This design comes from an exercise in tuning for small area, a short achievable clock period and few clock cycles on the open sky130 flow, not from production work. At most, simulation tests tie the RTL to the original design; equivalence was not proved. Power is estimated from default activity; no workload was simulated.

Design tomasulo_cpu, start of the top module:
module tomasulo_cpu(
    input  wire        clk,
    input  wire        rst,
    input  wire [31:0] inst_i,
    output wire [31:0] inst_addr_o,
    output wire        inst_ce_o,
    input  wire [31:0] mem_data_i,
    input  wire        mem_valid_i,
    input  wire        mem_ready_i,
    output wire [31:0] mem_addr_o,
    output wire [31:0] mem_data_o,
    output wire        mem_we_o,
    output wire        mem_req_o,
    output wire [3:0]  mem_sel_o
);
Size: ~1,500 flip-flops, roughly 170 I/O pins.
clock: 20.0 ns
lec_check: 0
abc_area: 1
cap_margin: 20
core_margin: 2
core_utilization: 45
place_density: 0.6
slew_margin: 20
standard.sh (not shown) runs the stock make flow with config.mk's settings and CLKGATE_MAP_FILE= SYNTH_SCRIPT=/design/flow/synth_recipe.tcl, a recipe that flattens the netlist after the stock synthesis.
==> flow/flow/run.sh <==
#!/bin/bash
# Own layout flow: the standard ORFS flow (standard.sh), with
#  - port buffers of a plain buffer cell (buf_2) instead of the default delay buffer,
#  - adders left to abc as plain logic (no full-adder cell mapping; registers unchanged), and
#  - ORFS's repair_timing asked for extra setup margin, so that the layout is optimised
#    for a short achieved period (the clock and its constraints are unchanged).
# make's full output goes to flow_make.log here; ORFS keeps each step's log under orfs/logs.
set -euo pipefail
bash standard.sh finish \
  SETUP_SLACK_MARGIN=14.8 \
  ADDER_MAP_FILE= \
  "BUFFER_PORTS_ARGS=-buffer_cell sky130_fd_sc_hd__buf_2" \
  > flow_make.log 2>&1
The starting point reached the layout checks and failed them: slew limit.
==> next run, changes <==
--- a/flow/design.v
+++ b/flow/design.v
@@ -39,13 +39,12 @@
     endfunction
     reg  [31:0] pc;
     reg         d_valid;
     reg  [31:0] d_inst;
     reg  [31:0] d_pc;
     reg         d_taken;        
-    reg  [31:1] d_s1, d_s2;     
     reg  [31:0] e_a, e_b, e_c;
     reg  [4:0]  e_rd;
     reg  [2:0]  e_f3;
     reg         e_wr, e_ld, e_st, e_md;
     reg         e_sub, e_sra, e_sll;
     reg         e_s_sum, e_s_sh, e_s_slt, e_s_sltu, e_s_xor, e_s_or, e_s_and, e_s_c;
@@ -96,14 +95,14 @@
     wire [31:0] imm_b = {{20{d_inst[31]}}, d_inst[7], d_inst[30:25], d_inst[11:8], 1'b0};
     wire [31:0] imm_u = {d_inst[31:12], 12'b0};
     wire [31:0] id_tgt  = d_pc + (is_br ? imm_b : imm_u);
     wire [31:0] id_link = d_pc + 32'd4;
     wire        byp1 = w_wr & (w_rd == rs1);
     wire        byp2 = w_wr & (w_rd == rs2);
-    wire [31:0] sel1 = {d_s1 & rv & {31{~byp1}}, 1'b0};
-    wire [31:0] sel2 = {d_s2 & rv & {31{~byp2}}, 1'b0};
+    wire [31:0] sel1 = (32'd1 << rs1) & {rv, 1'b0} & {32{~byp1}};
+    wire [31:0] sel2 = (32'd1 << rs2) & {rv, 1'b0} & {32{~byp2}};
     reg  [31:0] r1, r2;
     always @(*) begin
         for (b = 0; b < 32; b = b + 1) begin
             r1[b] = byp1 & w_res[b];
             r2[b] = byp2 & w_res[b];
             for (i = 1; i < 32; i = i + 1) begin
@@ -258,14 +257,12 @@
     wire [31:0] i_imm = {{12{inst_i[31]}},
                          inst_i[3] ? inst_i[19:12] : {8{inst_i[31]}},
                          inst_i[3] ? inst_i[20] : inst_i[7],
                          inst_i[30:25],
                          inst_i[3] ? inst_i[24:21] : inst_i[11:8],
                          1'b0};
-    wire [31:0] i_s1 = 32'd1 << inst_i[19:15];
-    wire [31:0] i_s2 = 32'd1 << inst_i[24:20];
     wire [32:0] if_sum = ks_add(pc, i_imm, 1'b0);
     wire [31:0] pc4    = pc + 32'd4;
     wire [31:0] pc_nx  = ex_redirect ? ex_tgt : (i_ret ? ra_val : (i_jb ? if_sum[31:0] : pc4));
     wire        if_en  = ~front_hold & ~stall_lu;    
     always @(posedge clk) begin
         if (w_wr) rf[w_rd] <= w_res;
@@ -285,14 +282,12 @@
     end
     always @(posedge clk) begin
         if (if_en) begin
             d_inst  <= inst_i;
             d_pc    <= pc;
             d_taken <= i_jb | i_ret;
-            d_s1    <= i_s1[31:1];
-            d_s2    <= i_s2[31:1];
         end
     end
     wire id_go = d_valid & ~stall_lu & ~ex_redirect;
     always @(posedge clk) begin
         if (rst) begin
             e_wr <= 1'b0; e_ld <= 1'b0; e_st <= 1'b0; e_md <= 1'b0;
After rerunning: The new run ran to the end with no violations; setup slack improved by 0.095 ns; fmax rises slightly; first-iteration DRC count rises by a few percent; sequential power falls by a few percent; global-route usage rises by 0.43 points; area after synthesis falls slightly; synthesized cell count barely changes; register-to-register slack hardly moves; die area falls slightly; routed wire length rises slightly; core utilization rises by 0.12 points.
Testbench counts after the change, summed over its fixed seeds: cycles 13,587.
Only the layout flow was run in the first run of this note; the RTL was not checked for function there.

port drivers added, routing unchanged:
No port has a modelled driver above. Below, the same layouts with a new extraction and two added sets of constraints. Step 1 sets driving cells, clkbuf_16 on the clock port and buf_2 on the other inputs (assumed; they add their load-dependent delay and slew). Step 2 also shifts input and output timing later by t, the mid clock arrival at the registers, as if the neighbouring blocks saw the same clock. Three values: ideal ports, drivers, drivers and shift; two values: the first two.
run | t (ns) | slack for setup (ns) | hold slack, ns | worst setup path at the end
the first run | 0.926 | 14.197 / 14.147 / 13.221 | 0.463 / 0.463 / 0.463 | input to register
the second run | 0.954 | 14.292 / 14.183 / 13.365 | 0.445 / 0.445 / 0.445 | input to register
The setup slack of the first run, which loses most, moves by -0.050 ns with the drivers and by -0.976 ns with both steps.
